From an optimization exercise on the open Yosys and OpenROAD flow, aimed at small area; shortcuts taken in it are not production practice.
At most, simulation tests tie the RTL to the original design; equivalence was not proved.

## the previous run
Design top, start of the top module:
module top(
    input clk,                  
    input rst,                  
    input start_game,           
    input drop,                 
    input rotate,               
    input left,                 
    input right,                
    output [3:0] red,           
    output [3:0] blue,
    output [3:0] green,
    output hsync,               
    output vsync,               
    output [7:0] disp0,         
    output [7:0] disp1          
);
	wire [2:0] chooseBlock;
	wire [4:0] disp_qy;
	wire [5:0] disp_qx;
	wire disp_bit;
	wire pts_clr, pts_inc;
	game_state_machine game_state_machine_inst (
		.clk(clk),
		.rst(rst),
		.start_game(start_game),
		.drop(drop),
		.rotate(rotate),
		.left(left),
		.right(right),
		.chooseBlock(chooseBlock),
		.disp_qy(disp_qy),
		.disp_qx(disp_qx),
		.disp_bit(disp_bit),
		.pts_clr(pts_clr),
		.pts_inc(pts_inc)
	);
	vga vga_inst (
		.clock50MHz(clk),
		.rst(rst),
		.qy_o(disp_qy),
		.qx_o(disp_qx),
		.disp_bit(disp_bit),
		.red(red),
		.blue(blue),
		.green(green),
		.hsync(hsync),
		.vsync(vsync)
	);
	reg pts_clr_d, pts_inc_d;
	reg [3:0] ones;
	reg [4:0] tens;
	always @(posedge clk) begin
		pts_clr_d <= pts_clr;
		pts_inc_d <= pts_inc;
		if (pts_clr_d) begin
			ones <= 0;
			tens <= 0;
		end else if (pts_inc_d) begin
			if (ones == 9) begin
				ones <= 0;
				tens <= tens + 1;
			end else if (tens == 25 && ones == 5) begin
				ones <= 0;
				tens <= 0;
			end else
				ones <= ones + 1;
		end
	end
	DisplayNum disp_ones (ones, disp0);
	DisplayNum disp_tens (tens[3:0], disp1);
	lfsr random_block_generator (
		.clk(clk),
		.reset(rst),
		.rnd(chooseBlock)
	);
endmodule
==> flow/config.mk <==
export PLATFORM = sky130hd
export DESIGN_NAME = top
export DESIGN_NICKNAME = top
export VERILOG_FILES = /design/flow/design.v
export SDC_FILE = /design/flow/constraint.sdc
export NUM_CORES = 4
export LEC_CHECK = 0
export CAP_MARGIN = 20
export CORE_MARGIN = 2
export CORE_UTILIZATION = 50
export PLACE_DENSITY = 0.65
export SLEW_MARGIN = 20
==> flow/constraint.sdc <==
create_clock -name core_clock -period 20.0 [get_ports {clk}]
set_input_delay 4.0000 -clock core_clock [delete_from_list [all_inputs] [get_ports {clk}]]
set_output_delay 4.0000 -clock core_clock [all_outputs]
set_load 0.01 [all_outputs]
standard.sh (not shown) runs the stock make flow with config.mk's settings and CLKGATE_MAP_FILE= SYNTH_SCRIPT=/design/flow/synth_recipe.tcl, a recipe that flattens the netlist after the stock synthesis.
==> flow/flow/run.sh <==
#!/bin/bash
# The standard layout (standard.sh) with two changes:
# - synthesis: the ABC technology-mapping step uses flow/area.abc, an
#   area-oriented script, in place of ORFS's delay-oriented abc_speed.script
#   (the 20 ns clock leaves plenty of slack). Register mapping and everything
#   else in synthesis is the standard synthesis.
# - clock tree: clkbuf_8 buffers, clusters of at most 12 sinks, no dummy loads.
set -euo pipefail
W=$PWD
cat > "$W/abc_override.tcl" <<EOT
proc abc {args} {
  foreach opt {-script -D -constr} {
    set i [lsearch -exact \$args \$opt]
    if {\$i >= 0} { set args [lreplace \$args \$i [expr {\$i + 1}]] }
  }
  yosys abc -script $W/flow/area.abc {*}\$args
}
EOT
cat "$W/abc_override.tcl" "$W/synth_recipe.tcl" > "$W/synth_area.tcl"
sed "s|SYNTH_SCRIPT=[^ ]*|SYNTH_SCRIPT=$W/synth_area.tcl|" "$W/standard.sh" > "$W/standard_area.sh"
export CTS_ARGS="-sink_clustering_enable -repair_clock_nets -dont_use_dummy_load -buf_list sky130_fd_sc_hd__clkbuf_8 -sink_clustering_size 12 -sink_clustering_max_diameter 50"
bash "$W/standard_area.sh" finish > "$W/flow.log" 2>&1
==> flow/flow/area.abc <==
strash
&get -n
&fraig -x
&put
scorr
dc2
strash
&get -n
&synch2
&dch -f
&nf -R 1000 -p -F 8
&put
strash
&get -n
&dch -f
&nf -R 1000 -p -F 8
&put
Edits applied to the flow inputs when going from the previous run to the current run:
--- a/flow/design.v
+++ b/flow/design.v
@@ -16,34 +16,29 @@
 		9 : hex = 8'b10010000;
 		default : hex = 8'b1111111;
 		endcase
 	end
 endmodule
 module lfsr(
     input clk,             
     input reset,           
-    output [2:0] rnd       
+    output reg [2:0] rnd   
 );
     reg [15:0] lfsr;
     wire feedback;
     assign feedback = lfsr[15] ^ lfsr[13] ^ lfsr[12] ^ lfsr[10];
-    reg lfsr_out;
     always @(posedge clk or posedge reset) begin
         if (reset) begin
-            lfsr <= 16'hACE1;
+            lfsr <= 16'hACE1;  
         end else begin
             lfsr <= {lfsr[14:0], feedback};
+            rnd <= lfsr[15:13] % 7;
         end
     end
-    always @(posedge clk)
-        if (!reset)
-            lfsr_out <= lfsr[15];
-    wire [2:0] top3 = {lfsr_out, lfsr[15:14]};
-    assign rnd = (top3 == 3'd7) ? 3'd0 : top3;
 endmodule
 module pattern_generator (
     input clk,
     input ce,                      
     input [5:0] qx,
     input [4:0] sx,
     input [4:0] qy,
     input [4:0] sy,
@@ -165,19 +160,19 @@
 	parameter ROTATE_BLOCK = 4'b1000;
 	parameter END_GAME     = 4'b1001;
 	parameter FALL_SLOW    = 1999;
 	parameter FALL_FAST    = 199;
 	reg [11:0] game_space[19:0];
 	reg [3:0] blk[3:0];
 	reg [3:0] blk_col;
 	reg [3:0] prev[3:0];      
-	reg [3:0] prev_col;       
 	reg [3:0] gamestate;
-	reg [4:0] current_top;
+	reg [4:0] current_top;    
+	reg [3:0] current_left;   
 	reg [2:0] block_row;
 	reg [4:0] game_row;
 	wire blk_any3 = blk[0][3] | blk[1][3] | blk[2][3] | blk[3][3];    
 	wire gameborder_left  = (blk_col == 0) && blk_any3;
 	reg gameborder_right;
 	always @(*) begin
 		case (blk_col)
 			4'd8:  gameborder_right = blk[0][0] | blk[1][0] | blk[2][0] | blk[3][0];
@@ -275,17 +270,17 @@
 	endtask
 	task shift_right;   
 		blk_col <= blk_col + 1;
 	endtask
 	task restore;
 		begin
 			for (i = 0; i < 4; i = i + 1)
 				blk[i] <= prev[i];
-			blk_col <= prev_col;
+			blk_col <= current_left;
 		end
 	endtask
 	always @ (posedge clk) begin
 		if (rst) begin
 			gamestate <= INIT;
 			collision_begin_check <= 0;
 			quick_fall <= 0;
 		end else if(collision_begin_check) begin
@@ -318,16 +313,17 @@
 								3'b101: begin blk[0] <= 4'b1100; blk[1] <= 4'b0110; end  
 								3'b110: begin blk[0] <= 4'b0110; blk[1] <= 4'b1100; end  
 								default: begin blk[0] <= 4'b1100; blk[1] <= 4'b1100; end  
 							endcase
 							blk[2] <= 4'b0000;
 							blk[3] <= 4'b0000;
 							blk_col <= 4;
 							current_top <= 0;
+							current_left <= 4;
 							collision_begin_check <= 1;
 							collision <= 0;
 							quick_fall <= 0;
 							block_row <= 0;
 							game_row <= 0;
 					  end else if (collision) begin
 							gamestate <= END_GAME;
 					  end else if (collision_complete) begin
@@ -343,42 +339,45 @@
 					  end else if (right_rel && ~gameborder_right) begin
 							gamestate <= MOVE_RIGHT;
 					  end else if(drop_edge) begin
 							quick_fall <= 1;
 					  end else if (rotate_edge) begin
 							gamestate <= PREROTATE;
 							for(i=0;i<4;i=i+1)
 								 prev[i] <= blk[i];
-							prev_col <= blk_col;
 					  end
 				 end
 				 MOVE_LEFT: begin
 					  if (~collision_complete) begin
 							collision <= 0;
 							collision_begin_check <= 1;
 							block_row <= 0;
 							game_row <= current_top;
 							shift_left;
 					  end else begin
 							if(collision)
 								 shift_right;
+							else
+								 current_left <= current_left - 1;
 							gamestate <= MOVE_BLOCK;
 					  end
 				 end
 				 MOVE_RIGHT: begin
 					  if(~collision_complete) begin
 							collision <= 0;
 							collision_begin_check <= 1;
 							block_row <= 0;
 							game_row <= current_top;
 							shift_right;
 					  end else begin
 							 if(collision)
 								 shift_left;
+							 else
+								 current_left <= current_left+1;
 							gamestate <= MOVE_BLOCK;
 					  end
 				 end
 				 MOVE_DOWN: begin
 					  if(~collision_complete) begin
 							if(current_top < 19) begin
 								 collision <= 0;
 								 collision_begin_check <= 1;
@@ -413,17 +412,17 @@
 						collision_complete <= 0;
 						gamestate <= ROTATE_BLOCK;
 					 end
 				 end
 				 ROTATE_BLOCK: begin
 					 if (blk_col == 0 && ~blk_any3) begin
 						 for (i = 0; i < 4; i = i + 1)
 							blk[i] <= {blk[i][2:0], 1'b0};
-					 end else if (blk_col < prev_col) begin
+					 end else if (blk_col < current_left) begin
 						 if (~gameborder_right) begin
 							shift_right;
 						 end else begin
 							gamestate <= MOVE_BLOCK;
 							restore;
 						  end
 					  end else begin
 						 if (~collision_complete) begin
--- outcome ---
Of the two candidates, the previous run has the worse setup slack and the current run the better one. Largest incremental delay on the critical path (the current run over the previous run): increase, 0.03 ns. Going from the previous run to the current run, wire length increased 17%; number of clock-tree buffers in the layout +4; area share of fa/ha/maj cells after synthesis moved up.
Only the layout flow was run in the current run; the RTL was not checked for function there.

## afterwards: timing with drivers on the ports
The flow's constraints put no driver on any port. The routed layouts listed below were extracted and timed again, unchanged, in two steps.
Step 1 assumes that a clkbuf_16 drives the clock port and a buf_2 every other input.
Step 2 times the ports against the registers' clock, not the clock port: input delays grow and output delays shrink by t, the midpoint of the rising clock arrivals with the driver on.
Slacks: ideal / step 1 / step 2; pairs: ideal / step 1.
| run | t, ns | setup WS [ns] | worst setup path at the end | cell pins on the clock port's net |
|---|---|---|---|---|
| the previous run | 0.677 | 12.344 / 12.366 / 11.689 | input to register | 1 |
| the current run | 0.699 | 12.480 / 12.513 / 11.814 | input to register | 1 |
After both steps every run listed still meets setup and hold. For the current run, which loses most, drivers alone change the setup slack by +0.033 ns; drivers and shift together by -0.666 ns.
